What follows belongs to an exercise in optimizing a design on an open flow for small area; a production flow would make more cautious choices.
In this exercise RTL edits were held to simulation tests only and were not proved equivalent to the original.
No activity file was given, so power comes from the tool's default toggle rates.

onyx:
==> flow/design.v (excerpt) <==
module projeto_vinho_top (
    input  wire       CLOCK_50,
    input  wire       KEY0,        
    input  wire       KEY1,        
    input  wire [7:0] SW,
    output wire [9:0] LEDR,
    output wire [6:0] HEX0,
    output wire [6:0] HEX1,
    output wire [6:0] HEX2,
    output wire [6:0] HEX3
);
For scale: roughly 360 cells after synthesis, roughly 90 flip-flops, about 49 I/O pins.
Settings: LEC_CHECK=0, CAP_MARGIN=0, CORE_MARGIN=2, CORE_UTILIZATION=70, CTS_BUF_LIST=sky130_fd_sc_hd__clkbuf_8, PLACE_DENSITY=0.85, SLEW_MARGIN=0; clock period 10.0 ns.
standard.sh (not shown) runs the stock make flow with config.mk's settings and CLKGATE_MAP_FILE= SYNTH_SCRIPT=/design/flow/synth_recipe.tcl, a recipe that flattens the netlist after the stock synthesis.
==> flow/flow/run.sh <==
#!/bin/bash
# The standard layout (standard.sh: ORFS from synthesis to the routed
# layout), with these changes:
#  - synthesis is synth_recipe.tcl unchanged except that ORFS's synth.tcl maps
#    the logic with flow/abc.script, an area-oriented ABC script, in place of
#    abc_speed.script, and leaves adders to ABC (no extract_fa/ADDER_MAP_FILE
#    step); registers are mapped before ABC runs, so they are the standard
#    synthesis's, with the same names and cells;
#  - the port buffers that global placement inserts are sky130_fd_sc_hd__buf_1;
#  - right after global placement (flow/downsize.tcl) every logic cell starts
#    at the smallest drive strength of its function; the resizer's
#    repair_design and repair_timing later in the flow upsize whatever slew,
#    load or timing then calls for;
#  - clock tree synthesis uses buf_6 buffers and inserts no dummy loads;
#  - the floorplan does not split the tie cells (SKIP_REPAIR_TIE_FANOUT).
# Each tool's full output goes to standard.log here.
set -euo pipefail
W=$PWD

sed 's|^source \$::env(SCRIPTS_DIR)/synth_preamble.tcl$|&\nset abc_args [lreplace $abc_args 1 1 '"$W"'/flow/abc.script]\nunset -nocomplain ::env(ADDER_MAP_FILE)|' \
  "$FLOW_HOME/scripts/synth.tcl" > "$W/synth_abc.tcl"
grep -q "flow/abc.script" "$W/synth_abc.tcl"
grep -q "unset -nocomplain ::env(ADDER_MAP_FILE)" "$W/synth_abc.tcl"
sed 's|\$::env(SCRIPTS_DIR)/synth.tcl|'"$W"'/synth_abc.tcl|' synth_recipe.tcl > "$W/synth_recipe_abc.tcl"
grep -q "synth_abc.tcl" "$W/synth_recipe_abc.tcl"
sed 's|SYNTH_SCRIPT=[^ ]*synth_recipe.tcl|SYNTH_SCRIPT='"$W"'/synth_recipe_abc.tcl|' standard.sh > "$W/standard_abc.sh"
grep -q "synth_recipe_abc.tcl" "$W/standard_abc.sh"

export BUFFER_PORTS_ARGS="-buffer_cell sky130_fd_sc_hd__buf_1"
export POST_GLOBAL_PLACE_TCL="$W/flow/downsize.tcl"
export CTS_ARGS="-sink_clustering_enable -repair_clock_nets -buf_list sky130_fd_sc_hd__buf_6 -dont_use_dummy_load"
export SKIP_REPAIR_TIE_FANOUT=1
bash "$W/standard_abc.sh" > standard.log 2>&1
Other scripts of this flow, unchanged in this note and not shown: flow/flow/abc.script, flow/flow/downsize.tcl
No stage failed in onyx, and the final checks on the layout all came back clean.
> inputs changed (onyx -> sierra)
Settings: PLACE_DENSITY now 0.6, was 0.85; CORE_UTILIZATION now 40, was 70.
-- flow/flow/run.sh --
<<< onyx, line 14
#  - clock tree synthesis uses buf_6 buffers and inserts no dummy loads;
>>> sierra, line 14
#  - clock tree synthesis uses clkbuf_8 buffers and inserts no dummy loads;
<<< onyx, line 31
export CTS_ARGS="-sink_clustering_enable -repair_clock_nets -buf_list sky130_fd_sc_hd__buf_6 -dont_use_dummy_load"
>>> sierra, line 31
export CTS_ARGS="-sink_clustering_enable -repair_clock_nets -buf_list sky130_fd_sc_hd__clkbuf_8 -dont_use_dummy_load"
Results
- sierra completed; timing, DRC and antenna clean
- sierra vs onyx on final critical-path required period: sierra is the lower one.
- Global-route total usage across every layer ends up lower on sierra.
- Taking onyx as the reference point, the sequential share of layout area of sierra falls by 1.1 points.
- Starting DRC count in detailed routing, onyx and sierra, higher one = onyx.
- Per the comparison of sierra with onyx, multi-input gate area in the final layout flat; total power after layout up about 0.8%; static power due to leakage up about 0.6%; switching part of the total down 0.55 points.
Edits applied to the flow inputs when going from sierra to raven:
Settings: CORE_UTILIZATION now 78, was 40; PLACE_DENSITY now 0.85, was 0.6.
-- flow/flow/run.sh --
<<< sierra, line 14
#  - clock tree synthesis uses clkbuf_8 buffers and inserts no dummy loads;
>>> raven, line 14
#  - clock tree synthesis uses buf_4 buffers and inserts no dummy loads;
<<< sierra, line 31
export CTS_ARGS="-sink_clustering_enable -repair_clock_nets -buf_list sky130_fd_sc_hd__clkbuf_8 -dont_use_dummy_load"
>>> raven, line 31
export CTS_ARGS="-sink_clustering_enable -repair_clock_nets -buf_list sky130_fd_sc_hd__buf_4 -dont_use_dummy_load"
### Flow results
- [compare] base=sierra new=raven: final design utilization increased by 43 points relative to the old numbers; die span in y decreased by 27% relative to the old numbers; final period utilization increased by 0.28 points relative to the old numbers; internal reg-to-reg setup slack increased by 0.04 ns relative to the old numbers.
Inputs modified between raven and zinc:
Settings: changing CORE_UTILIZATION from 78 to 70.
-- flow/flow/run.sh --
<<< raven, line 14
#  - clock tree synthesis uses buf_4 buffers and inserts no dummy loads;
>>> zinc, line 14
#  - clock tree synthesis uses buf_6 buffers and inserts no dummy loads;
Findings:
- Comparing the two runs side by side, zinc comes out behind raven on post-route minimum period.
- From raven to zinc the numbers moved as follows: total count of hold-check failures in the final report about even, pin count of the biggest net entering global routing higher.
- Diff raven -> zinc: sequential power share increased 0.2 points; global-route total usage across every layer lost 7.2 points; global-route track usage on met2 now smaller; routed wire length lost about 15%; final worst-path setup slack fell by 0.052 ns.
- In the flow results for raven and zinc, the non-clock buffer area fraction after layout is larger on raven.
- Looking at delay of the slowest cell on the worst path across raven and zinc, the one that comes out lower is raven.
- Measured against zinc, the violation count after the first detailed-routing iteration of raven comes out at 1.06 times the reference value.
What cedar does differently from zinc at the input level:
-- flow/flow/run.sh --
<<< zinc, line 14
#  - clock tree synthesis uses buf_6 buffers and inserts no dummy loads;
>>> cedar, line 14
#  - clock tree synthesis uses buf_4 buffers and inserts no dummy loads;
- Total clock network power delta (cedar -> zinc): insignificant
- No stage failed in cedar, and the final checks on the layout all came back clean.
- Summary of cedar over zinc: average detailed-routed wire length per instance shows no meaningful change; via count of the first global-routing pass roughly the same; power saw little to no change; worst hold slack held steady.
Setup changes, cedar to maple
Settings: a change of PLACE_DENSITY from 0.85 to 0.6; a change of CORE_UTILIZATION from 70 to 40.
-- flow/flow/run.sh --
<<< cedar, line 14
#  - clock tree synthesis uses buf_4 buffers and inserts no dummy loads;
>>> maple, line 14
#  - clock tree synthesis uses buf_6 buffers and inserts no dummy loads;
<<< cedar, line 31
export CTS_ARGS="-sink_clustering_enable -repair_clock_nets -buf_list sky130_fd_sc_hd__buf_4 -dont_use_dummy_load"
>>> maple, line 31
export CTS_ARGS="-sink_clustering_enable -repair_clock_nets -buf_list sky130_fd_sc_hd__buf_6 -dont_use_dummy_load"
==> comparison <==
maple | stages: all done | timing, DRC, antenna: all pass
[compare] base=cedar new=maple: sequential power saw little to no change, share of total power in the clock network saw an increase, power attributed to combinational cells saw little to no change.
On relative contribution of combinational cells to total power, the higher figure sits with cedar, not maple.
cedar -> maple: number of antenna violations at the first check in global routing delta 0, exact match
Min worst hold slack across all endpoints across cedar and maple: cedar
Relative to cedar, total routed wire length on the met1 layer has gone up in maple.

the baseline:
projeto_vinho_top, a different RTL version from the one above (not shown whole).
Size in the first run: about 90 flip-flops, about 49 I/O pins, ~0.0036 sq mm of cells after synthesis.
clock: 10.0 ns
lec_check: 0
cap_margin: 0
core_margin: 2
core_utilization: 40
cts_buf_list: sky130_fd_sc_hd__clkbuf_8
place_density: 0.6
slew_margin: 0
==> flow/flow/run.sh <==
#!/bin/bash
# The standard layout (standard.sh: ORFS from synthesis to the routed
# layout), with these changes:
#  - synthesis is synth_recipe.tcl unchanged except that ORFS's synth.tcl maps
#    the logic with flow/abc.script, an area-oriented ABC script, in place of
#    abc_speed.script, and leaves adders to ABC (no extract_fa/ADDER_MAP_FILE
#    step); registers are mapped before ABC runs, so they are the standard
#    synthesis's, with the same names and cells;
#  - the port buffers that global placement inserts are sky130_fd_sc_hd__buf_1;
#  - right after global placement (flow/downsize.tcl) every logic cell starts
#    at the smallest drive strength of its function; the resizer's
#    repair_design and repair_timing later in the flow upsize whatever slew,
#    load or timing then calls for;
#  - clock tree synthesis uses buf_6 buffers and inserts no dummy loads;
#  - the floorplan does not split the tie cells (SKIP_REPAIR_TIE_FANOUT).
# Each tool's full output goes to standard.log here.
set -euo pipefail
W=$PWD

sed 's|^source \$::env(SCRIPTS_DIR)/synth_preamble.tcl$|&\nset abc_args [lreplace $abc_args 1 1 '"$W"'/flow/abc.script]\nunset -nocomplain ::env(ADDER_MAP_FILE)|' \
  "$FLOW_HOME/scripts/synth.tcl" > "$W/synth_abc.tcl"
grep -q "flow/abc.script" "$W/synth_abc.tcl"
grep -q "unset -nocomplain ::env(ADDER_MAP_FILE)" "$W/synth_abc.tcl"
sed 's|\$::env(SCRIPTS_DIR)/synth.tcl|'"$W"'/synth_abc.tcl|' synth_recipe.tcl > "$W/synth_recipe_abc.tcl"
grep -q "synth_abc.tcl" "$W/synth_recipe_abc.tcl"
sed 's|SYNTH_SCRIPT=[^ ]*synth_recipe.tcl|SYNTH_SCRIPT='"$W"'/synth_recipe_abc.tcl|' standard.sh > "$W/standard_abc.sh"
grep -q "synth_recipe_abc.tcl" "$W/standard_abc.sh"

export BUFFER_PORTS_ARGS="-buffer_cell sky130_fd_sc_hd__buf_1"
export POST_GLOBAL_PLACE_TCL="$W/flow/downsize.tcl"
export CTS_ARGS="-sink_clustering_enable -repair_clock_nets -buf_list sky130_fd_sc_hd__buf_6 -dont_use_dummy_load"
export SKIP_REPAIR_TIE_FANOUT=1
bash "$W/standard_abc.sh" > standard.log 2>&1
Other scripts of this flow, unchanged in this note and not shown: flow/flow/abc.script, flow/flow/downsize.tcl
No stage failed in the baseline, and the final checks on the layout all came back clean.
Inputs modified between the baseline and the candidate:
-- flow/flow/run.sh --
<<< the baseline, line 12
#    repair_design and repair_timing later in the flow upsize whatever slew,
#    load or timing then calls for;
#  - clock tree synthesis uses buf_6 buffers and inserts no dummy loads;
#  - the floorplan does not split the tie cells (SKIP_REPAIR_TIE_FANOUT).
# Each tool's full output goes to standard.log here.
>>> the candidate, line 12
#    repair_design and repair_timing later in the flow upsize whatever slew,
#    load or timing then calls for;
#  - clock tree synthesis uses buf_4 buffers and inserts no dummy loads;
#  - the floorplan does not split the tie cells (SKIP_REPAIR_TIE_FANOUT).
# Each tool's full output goes to standard.log here.
<<< the baseline, line 29
export BUFFER_PORTS_ARGS="-buffer_cell sky130_fd_sc_hd__buf_1"
export POST_GLOBAL_PLACE_TCL="$W/flow/downsize.tcl"
export CTS_ARGS="-sink_clustering_enable -repair_clock_nets -buf_list sky130_fd_sc_hd__buf_6 -dont_use_dummy_load"
export SKIP_REPAIR_TIE_FANOUT=1
bash "$W/standard_abc.sh" > standard.log 2>&1
>>> the candidate, line 29
export BUFFER_PORTS_ARGS="-buffer_cell sky130_fd_sc_hd__buf_1"
export POST_GLOBAL_PLACE_TCL="$W/flow/downsize.tcl"
export CTS_ARGS="-sink_clustering_enable -repair_clock_nets -buf_list sky130_fd_sc_hd__buf_4 -dont_use_dummy_load"
export SKIP_REPAIR_TIE_FANOUT=1
bash "$W/standard_abc.sh" > standard.log 2>&1
-- flow/config.mk --
<<< the baseline, line 8
export CAP_MARGIN = 0
export CORE_MARGIN = 2
export CORE_UTILIZATION = 40
export CTS_BUF_LIST = sky130_fd_sc_hd__clkbuf_8
export PLACE_DENSITY = 0.6
export SLEW_MARGIN = 0
>>> the candidate, line 8
export CAP_MARGIN = 0
export CORE_MARGIN = 2
export CORE_UTILIZATION = 70
export CTS_BUF_LIST = sky130_fd_sc_hd__clkbuf_8
export PLACE_DENSITY = 0.85
export SLEW_MARGIN = 0
In the reports for the baseline and the candidate, the smaller wire length the detailed router placed on met1 belongs to the candidate.
Measured slew at the worst slew-check pin: higher on the candidate
The baseline tops out at a higher clock frequency than the candidate.
The baseline -> the candidate: number of nets in the layout delta 0, exact match
Cell area reported after detailed placement of the candidate falls short of that of the baseline slightly.
Against the baseline as the reference, the candidate delivers a lower total power consumption of the routed design.
Compared with the baseline, the candidate shows routed length per placed instance that has gone up by a few percent.
| utilization | the candidate vs the baseline | 34 points higher |

The RTL this note starts from:
==> flow/design.v <==
module fsm_main (
    input  wire clk,
    input  wire reset,
    input  wire cmd_iniciar,
    input  wire sensor_nivel,
    input  wire alarme_rolha,
    input  wire aprovado,
    input  wire reprovado,
    output wire esteira,
    output wire valvula_ativa,
    output wire vedacao_ativa,
    output wire decrementar_rolha,      
    output wire descarte_ativo,
    output wire garrafa_aprovada,
    output wire posicao_cq
);
    localparam IDLE        = 3'd0;
    localparam ESTEIRA     = 3'd1;
    localparam ENCHENDO    = 3'd3;
    localparam VEDANDO     = 3'd2;
    localparam POSICAO_CQ  = 3'd7;
    localparam DESCARTANDO = 3'd4;
    localparam APROVADO    = 3'd5;
    reg [2:0] estado;
    reg [9:0] r;
    wire fim      = (r == 10'b1001000111);
    wire primeiro = (r == 10'd0);
    wire temporizado = (estado == ESTEIRA) | (estado == VEDANDO) |
                       (estado == DESCARTANDO) | (estado == APROVADO);
    always @(posedge clk or posedge reset) begin
        if (reset) begin
            estado <= IDLE;
            r      <= 10'd0;
        end else begin
            if (temporizado & ~fim)
                r <= {~r[8:0], r[9] ^ r[6]};
            else
                r <= 10'd0;
            case (estado)
                IDLE:        if (cmd_iniciar) estado <= ESTEIRA;
                ESTEIRA:     if (fim) estado <= ENCHENDO;
                ENCHENDO:    if (alarme_rolha) estado <= IDLE;
                             else if (sensor_nivel) estado <= VEDANDO;
                VEDANDO:     if (fim) estado <= POSICAO_CQ;
                POSICAO_CQ:  if (reprovado & ~aprovado) estado <= DESCARTANDO;
                             else if (aprovado & ~reprovado) estado <= APROVADO;
                DESCARTANDO: if (fim) estado <= ESTEIRA;
                APROVADO:    if (fim) estado <= ESTEIRA;
                default:     estado <= IDLE;
            endcase
        end
    end
    assign esteira           = (estado == ESTEIRA) & ~primeiro;
    assign valvula_ativa     = (estado == ENCHENDO);
    assign vedacao_ativa     = (estado == VEDANDO);
    assign decrementar_rolha = (estado == VEDANDO) & primeiro;
    assign posicao_cq        = (estado == POSICAO_CQ);
    assign descarte_ativo    = (estado == DESCARTANDO);
    assign garrafa_aprovada  = (estado == APROVADO);
endmodule
module contador_rolhas (
    input  wire clk,
    input  wire reset,
    input  wire decrementar,            
    input  wire sw_adicionar_manual,    
    output reg  dispensador_ativo,
    output reg  alarme_rolha_vazia,
    output reg  [4:0] dezena,
    output reg  [4:0] unidade
);
    reg [9:0] r;
    reg       gasto;
    wire [4:0] u = unidade;
    wire [4:0] d = dezena;
    wire u0  = ~u[4] & ~u[0];
    wire u1  = ~u[1] &  u[0];
    wire u5  =  u[4] &  u[0];
    wire u9  =  u[4] & ~u[3];
    wire d0  = ~d[4] & ~d[0];
    wire d9  =  d[4] & ~d[3];
    wire c0  = d0 & u0;
    wire c1  = d0 & u1;
    wire c5  = d0 & u5;
    wire c99 = d9 & u9;
    wire fim   = (r == 10'b1001000111);
    wire repor = gasto & r[4];
    wire soma = ~repor & sw_adicionar_manual & ~c99;
    wire sub  = ~repor & ~soma & decrementar & ~c0;
    wire [4:0] u_mais  = {u[3:0], ~u[4]};
    wire [4:0] u_menos = {~u[0], u[4:1]};
    wire [4:0] u_prox  = (soma | sub) ? (soma ? u_mais : u_menos) : (u ^ {5{repor}});
    wire d_mais1 = (soma & u9) | (repor & ~u[4]);
    wire d_mais2 = repor & u[4];
    wire d_menos = sub & u0;
    wire d_fica  = ~(d_mais1 | d_mais2 | d_menos);
    wire [4:0] d_prox = ({5{d_fica}}  & d) |
                        ({5{d_mais1}} & {d[3:0], ~d[4]}) |
                        ({5{d_mais2}} & {1'b0, d[1], d[0], 2'b11}) |
                        ({5{d_menos}} & {~d[0], d[4:1]});
    always @(posedge clk or posedge reset) begin
        if (reset) begin
            r                  <= 10'd0;
            dispensador_ativo  <= 1'b0;
            gasto              <= 1'b0;
            alarme_rolha_vazia <= 1'b0;
            dezena             <= 5'b00011;      
            unidade            <= 5'b00000;
        end else begin
            if (dispensador_ativo)
                r <= {~r[8:0], r[9] ^ r[6]};
            else
                r <= 10'd0;
            if (dispensador_ativo & fim) begin
                dispensador_ativo <= 1'b0;
                gasto             <= 1'b1;
            end else if (c5 & ~gasto) begin
                dispensador_ativo <= 1'b1;
            end
            unidade <= u_prox;
            dezena  <= d_prox;
            alarme_rolha_vazia <= c0 | (c1 & decrementar);
        end
    end
endmodule
module contador_duzias_v2 (
    input  wire clk,
    input  wire reset,
    input  wire incrementar,
    output reg  [4:0] unidade,
    output reg        dezena
);
    reg [3:0] doze;                      
    reg       incrementar_prev;
    wire pulso_subida = incrementar & ~incrementar_prev;
    wire doze_fim     = doze[3] & doze[1] & doze[0];         
    wire unid9        = unidade[4] & ~unidade[3];
    always @(posedge clk or posedge reset) begin
        if (reset) begin
            unidade          <= 5'd0;
            dezena           <= 1'b0;
            doze             <= 4'd0;
            incrementar_prev <= 1'b0;
        end else begin
            incrementar_prev <= incrementar;
            if (pulso_subida) begin
                if (doze_fim) begin
                    doze <= 4'd0;
                    if (dezena) begin
                        dezena <= 1'b0;
                    end else if (unid9) begin
                        dezena  <= 1'b1;
                        unidade <= 5'd0;
                    end else begin
                        unidade <= {unidade[3:0], ~unidade[4]};
                    end
                end else begin
                    doze <= doze + 4'd1;
                end
            end
        end
    end
endmodule
module debounce (
    input  wire clk,
    input  wire reset,
    input  wire button_in,
    output reg  pulse_out
);
    reg       button_sync_0;
    reg       button_sync_1;
    reg       button_stable_n;         
    reg       button_stable_prev_n;    
    reg [4:0] r;
    wire differ = ~(button_sync_1 ^ button_stable_n);
    wire fim    = r[2] & r[1] & r[0];
    always @(posedge clk or posedge reset) begin
        if (reset) begin
            button_sync_0      <= 1'b1;
            button_sync_1      <= 1'b1;
            button_stable_n      <= 1'b0;
            button_stable_prev_n <= 1'b0;
            r                  <= 5'b00000;
            pulse_out          <= 1'b0;
        end else begin
            button_sync_0      <= button_in;
            button_sync_1      <= button_sync_0;
            button_stable_prev_n <= button_stable_n;
            pulse_out            <= ~button_stable_prev_n & button_stable_n;
            if (differ & fim)
                button_stable_n <= ~button_sync_1;
            if (differ & ~fim)
                r <= {~r[3:0], r[4] ^ r[1]};
            else
                r <= 5'b00000;
        end
    end
endmodule
module decodificador_display (
    input  wire [4:0] j,
    output wire [6:0] hex
);
    wire d0 = ~j[4] & ~j[0];
    wire d1 = ~j[1] &  j[0];
    wire d2 = ~j[2] &  j[1];
    wire d3 = ~j[3] &  j[2];
    wire d4 = ~j[4] &  j[3];
    wire d5 =  j[4] &  j[0];
    wire d6 =  j[4] & ~j[0] & j[1];
    wire d7 = ~j[1] &  j[2];
    wire d8 = ~j[2] &  j[3];
    wire d9 = ~j[3] &  j[4];
    assign hex[0] = d1 | d4;
    assign hex[1] = j[4] & j[1];                        
    assign hex[2] = d2;
    assign hex[3] = d1 | d4 | d7;
    assign hex[4] = d1 | d3 | d4 | d5 | d7 | d9;
    assign hex[5] = (j[0] & ~j[3]) | d7;                
    assign hex[6] = ~j[1] & (~j[4] | j[2]);             
endmodule
module projeto_vinho_top (
    input  wire       CLOCK_50,
    input  wire       KEY0,        
    input  wire       KEY1,        
    input  wire [7:0] SW,
    output wire [9:0] LEDR,
    output wire [6:0] HEX0,
    output wire [6:0] HEX1,
    output wire [6:0] HEX2,
    output wire [6:0] HEX3
);
    wire clk   = CLOCK_50;
    wire reset = ~KEY1;
    wire sensor_nivel, aprovado_cq, reprovado_cq, sw_adicionar_rolha, pulso_start;
    debounce debounce_sensor   (.clk(clk), .reset(reset), .button_in(SW[1]), .pulse_out(sensor_nivel));
    debounce debounce_apro_cq  (.clk(clk), .reset(reset), .button_in(SW[2]), .pulse_out(aprovado_cq));
    debounce debounce_repro_cq (.clk(clk), .reset(reset), .button_in(SW[3]), .pulse_out(reprovado_cq));
    debounce debounce_add_rolha(.clk(clk), .reset(reset), .button_in(SW[7]), .pulse_out(sw_adicionar_rolha));
    debounce debounce_start    (.clk(clk), .reset(reset), .button_in(KEY0),  .pulse_out(pulso_start));
    wire alarme_rolha_vazia, dispensador_ativo;
    wire motor_ativo, valvula_ativa, vedacao_ativa, decrementar_rolha;
    wire descarte_ativo, garrafa_aprovada, posicao_cq;
    fsm_main fsm_main_inst (
        .clk(clk),
        .reset(reset),
        .cmd_iniciar(~KEY0),
        .sensor_nivel(sensor_nivel),
        .alarme_rolha(alarme_rolha_vazia),
        .aprovado(aprovado_cq),
        .reprovado(reprovado_cq),
        .esteira(motor_ativo),
        .valvula_ativa(valvula_ativa),
        .vedacao_ativa(vedacao_ativa),
        .decrementar_rolha(decrementar_rolha),
        .descarte_ativo(descarte_ativo),
        .garrafa_aprovada(garrafa_aprovada),
        .posicao_cq(posicao_cq)
    );
    wire [4:0] rolhas_dezena, rolhas_unidade;
    contador_rolhas contador_rolhas_inst (
        .clk(clk),
        .reset(reset),
        .decrementar(decrementar_rolha),
        .sw_adicionar_manual(sw_adicionar_rolha),
        .dispensador_ativo(dispensador_ativo),
        .alarme_rolha_vazia(alarme_rolha_vazia),
        .dezena(rolhas_dezena),
        .unidade(rolhas_unidade)
    );
    wire reset_duzias = reset | pulso_start;
    wire [4:0] duzias_unidade;
    wire       duzias_dezena;
    contador_duzias_v2 contador_duzias_inst (
        .clk(clk),
        .reset(reset_duzias),
        .incrementar(garrafa_aprovada),
        .unidade(duzias_unidade),
        .dezena(duzias_dezena)
    );
    assign LEDR = {motor_ativo, valvula_ativa, vedacao_ativa, descarte_ativo,
                   dispensador_ativo, posicao_cq, 3'b000, alarme_rolha_vazia};
    decodificador_display dec_rolhas_u (.j(rolhas_unidade), .hex(HEX0));
    decodificador_display dec_rolhas_d (.j(rolhas_dezena),  .hex(HEX1));
    decodificador_display dec_duzias_u (.j(duzias_unidade), .hex(HEX2));
    assign HEX3 = duzias_dezena ? 7'b1111001 : 7'b1000000;
endmodule
==> flow/config.mk <==
export PLATFORM = sky130hd
export DESIGN_NAME = projeto_vinho_top
export DESIGN_NICKNAME = projeto_vinho_top
export VERILOG_FILES = /design/flow/design.v
export SDC_FILE = /design/flow/constraint.sdc
export NUM_CORES = 4
export LEC_CHECK = 0
export CAP_MARGIN = 0
export CORE_MARGIN = 2
export CORE_UTILIZATION = 40
export CTS_BUF_LIST = sky130_fd_sc_hd__clkbuf_8
export PLACE_DENSITY = 0.6
export SLEW_MARGIN = 0
==> flow/constraint.sdc <==
create_clock -name core_clock -period 10.0 [get_ports {CLOCK_50}]
set_input_delay 2.0000 -clock core_clock [delete_from_list [all_inputs] [get_ports {CLOCK_50}]]
set_output_delay 2.0000 -clock core_clock [all_outputs]
set_load 0.01 [all_outputs]
==> flow/flow/run.sh <==
#!/bin/bash
# The standard layout (standard.sh: ORFS from synthesis to the routed
# layout), with these changes:
#  - synthesis is synth_recipe.tcl unchanged except that ORFS's synth.tcl maps
#    the logic with flow/abc.script, an area-oriented ABC script, in place of
#    abc_speed.script; registers are mapped before ABC runs, so they are the
#    standard synthesis's, with the same names and cells;
#  - the port buffers that global placement inserts are sky130_fd_sc_hd__buf_1;
#  - right after global placement (flow/downsize.tcl) every logic cell starts
#    at the smallest drive strength of its function; the resizer's
#    repair_design and repair_timing later in the flow upsize whatever slew,
#    load or timing then calls for;
#  - clock tree synthesis uses clkbuf_8 buffers and inserts no dummy loads;
#  - the floorplan does not split the tie cells (SKIP_REPAIR_TIE_FANOUT).
# Each tool's full output goes to standard.log here.
set -euo pipefail
W=$PWD

sed 's|^source \$::env(SCRIPTS_DIR)/synth_preamble.tcl$|&\nset abc_args [lreplace $abc_args 1 1 '"$W"'/flow/abc.script]|' \
  "$FLOW_HOME/scripts/synth.tcl" > "$W/synth_abc.tcl"
grep -q "flow/abc.script" "$W/synth_abc.tcl"
sed 's|\$::env(SCRIPTS_DIR)/synth.tcl|'"$W"'/synth_abc.tcl|' synth_recipe.tcl > "$W/synth_recipe_abc.tcl"
grep -q "synth_abc.tcl" "$W/synth_recipe_abc.tcl"
sed 's|SYNTH_SCRIPT=[^ ]*synth_recipe.tcl|SYNTH_SCRIPT='"$W"'/synth_recipe_abc.tcl|' standard.sh > "$W/standard_abc.sh"
grep -q "synth_recipe_abc.tcl" "$W/standard_abc.sh"

export BUFFER_PORTS_ARGS="-buffer_cell sky130_fd_sc_hd__buf_1"
export POST_GLOBAL_PLACE_TCL="$W/flow/downsize.tcl"
export CTS_ARGS="-sink_clustering_enable -repair_clock_nets -buf_list sky130_fd_sc_hd__clkbuf_8 -dont_use_dummy_load"
export SKIP_REPAIR_TIE_FANOUT=1
bash "$W/standard_abc.sh" > standard.log 2>&1
==> flow/flow/abc.script <==
&get -n
&st
&syn3
&put
dch -f
amap
strash
dch -f
amap
Other scripts of this flow, unchanged in this note and not shown: flow/flow/downsize.tcl
The first run completed without violations.
Rerun with:
==> flow/flow/run.sh (replaced) <==
#!/bin/bash
# The standard layout (standard.sh, which runs ORFS from the standard
# synthesis to the routed layout), with four changes:
#  - the port buffers that global placement inserts are sky130_fd_sc_hd__buf_1;
#  - right after global placement (flow/downsize.tcl) every logic cell starts
#    at the smallest drive strength of its function; the resizer's
#    repair_design and repair_timing later in the flow upsize whatever slew,
#    load or timing then calls for;
#  - clock tree synthesis uses clkbuf_8 buffers and inserts no dummy loads;
#  - the floorplan does not split the tie cells (SKIP_REPAIR_TIE_FANOUT).
# Each tool's full output goes to standard.log here.
export BUFFER_PORTS_ARGS="-buffer_cell sky130_fd_sc_hd__buf_1"
export POST_GLOBAL_PLACE_TCL="$PWD/flow/downsize.tcl"
export CTS_ARGS="-sink_clustering_enable -repair_clock_nets -buf_list sky130_fd_sc_hd__clkbuf_8 -dont_use_dummy_load"
export SKIP_REPAIR_TIE_FANOUT=1
bash standard.sh > standard.log 2>&1
removed: flow/flow/abc.script
Core utilization is lower by 1.7 points.
Synthesized cell count climbs by 5.6%.
Cell area climbs by 5.5%.
Hold slack barely changes.
Synthesized area went up by 8.6%.
Routed wire length went up by 8.4%.
Setup slack got worse by 0.49 ns.
Non-clock buffer count does not change.
Combinational power rose by 32%.
Die area is higher by 8.2%.
Count of clock-buffer cells in the layout does not change.
Rerun with:
--- a/flow/flow/run.sh
+++ b/flow/flow/run.sh
@@ -1,4 +1,8 @@
 #!/bin/bash
-# The standard layout (standard.sh, which runs ORFS from the standard
-# synthesis to the routed layout), with four changes:
+# The standard layout (standard.sh: ORFS from synthesis to the routed
+# layout), with these changes:
+#  - synthesis is synth_recipe.tcl unchanged except that ORFS's synth.tcl maps
+#    the logic with flow/abc.script, an area-oriented ABC script, in place of
+#    abc_speed.script; registers are mapped before ABC runs, so they are the
+#    standard synthesis's, with the same names and cells;
 #  - the port buffers that global placement inserts are sky130_fd_sc_hd__buf_1;
@@ -11,6 +15,17 @@
 # Each tool's full output goes to standard.log here.
+set -euo pipefail
+W=$PWD
+
+sed 's|^source \$::env(SCRIPTS_DIR)/synth_preamble.tcl$|&\nset abc_args [lreplace $abc_args 1 1 '"$W"'/flow/abc.script]|' \
+  "$FLOW_HOME/scripts/synth.tcl" > "$W/synth_abc.tcl"
+grep -q "flow/abc.script" "$W/synth_abc.tcl"
+sed 's|\$::env(SCRIPTS_DIR)/synth.tcl|'"$W"'/synth_abc.tcl|' synth_recipe.tcl > "$W/synth_recipe_abc.tcl"
+grep -q "synth_abc.tcl" "$W/synth_recipe_abc.tcl"
+sed 's|SYNTH_SCRIPT=[^ ]*synth_recipe.tcl|SYNTH_SCRIPT='"$W"'/synth_recipe_abc.tcl|' standard.sh > "$W/standard_abc.sh"
+grep -q "synth_recipe_abc.tcl" "$W/standard_abc.sh"
+
 export BUFFER_PORTS_ARGS="-buffer_cell sky130_fd_sc_hd__buf_1"
-export POST_GLOBAL_PLACE_TCL="$PWD/flow/downsize.tcl"
+export POST_GLOBAL_PLACE_TCL="$W/flow/downsize.tcl"
 export CTS_ARGS="-sink_clustering_enable -repair_clock_nets -buf_list sky130_fd_sc_hd__clkbuf_8 -dont_use_dummy_load"
 export SKIP_REPAIR_TIE_FANOUT=1
-bash standard.sh > standard.log 2>&1
+bash "$W/standard_abc.sh" > standard.log 2>&1
==> flow/flow/abc.script (new file) <==
&get -n
&st
&syn3
&dch -f
&nf -R 1000
&put
Result: Cell area goes down by 3.5%; combinational power decreases by 29%; clock skew hardly moves; first-iteration DRC count falls by about 10%; die area fell by about 6%; power goes down by about 15%.

## port drivers added, routing unchanged
The flow's constraints put no driver on any port. The routed layouts listed below were extracted and timed again, unchanged, in two steps. Step 1 assumes that a clkbuf_16 drives the clock port and a buf_2 every other input. Step 2 also shifts input and output timing later by t, the mid clock arrival at the registers, as if the neighbouring blocks saw the same clock. Three values: no drivers, after step 1, after step 2; two values: the first two.
run	t (ns)	slack for setup (ns)	clock arrival spread, ns	worst data-port slew with drivers (ns)
onyx	0.318	5.978 / 5.949 / 6.266	0.024 / 0.025	0.03
sierra	0.371	5.988 / 5.956 / 6.328	0.023 / 0.023	0.03
raven	0.377	5.960 / 5.932 / 6.309	0.020 / 0.020	0.04
zinc	0.364	5.907 / 5.882 / 6.247	0.037 / 0.037	0.03
cedar	0.364	5.907 / 5.882 / 6.247	0.037 / 0.037	0.03
maple	0.336	5.988 / 5.957 / 6.293	0.025 / 0.026	0.03
the baseline	0.327	6.347 / 6.317 / 6.643	0.032 / 0.033	0.03
the candidate	0.365	6.245 / 6.219 / 6.584	0.033 / 0.032	0.03
the first run of note 3	0.372	5.967 / 5.967 / 5.967	0.024 / 0.024	0.03
the second run of note 3	0.374	5.474 / 5.444 / 5.818	0.029 / 0.030	0.03
the third run of note 3	0.369	6.373 / 6.340 / 6.709	0.029 / 0.029	0.05
After both steps setup and hold are still met in every run listed.
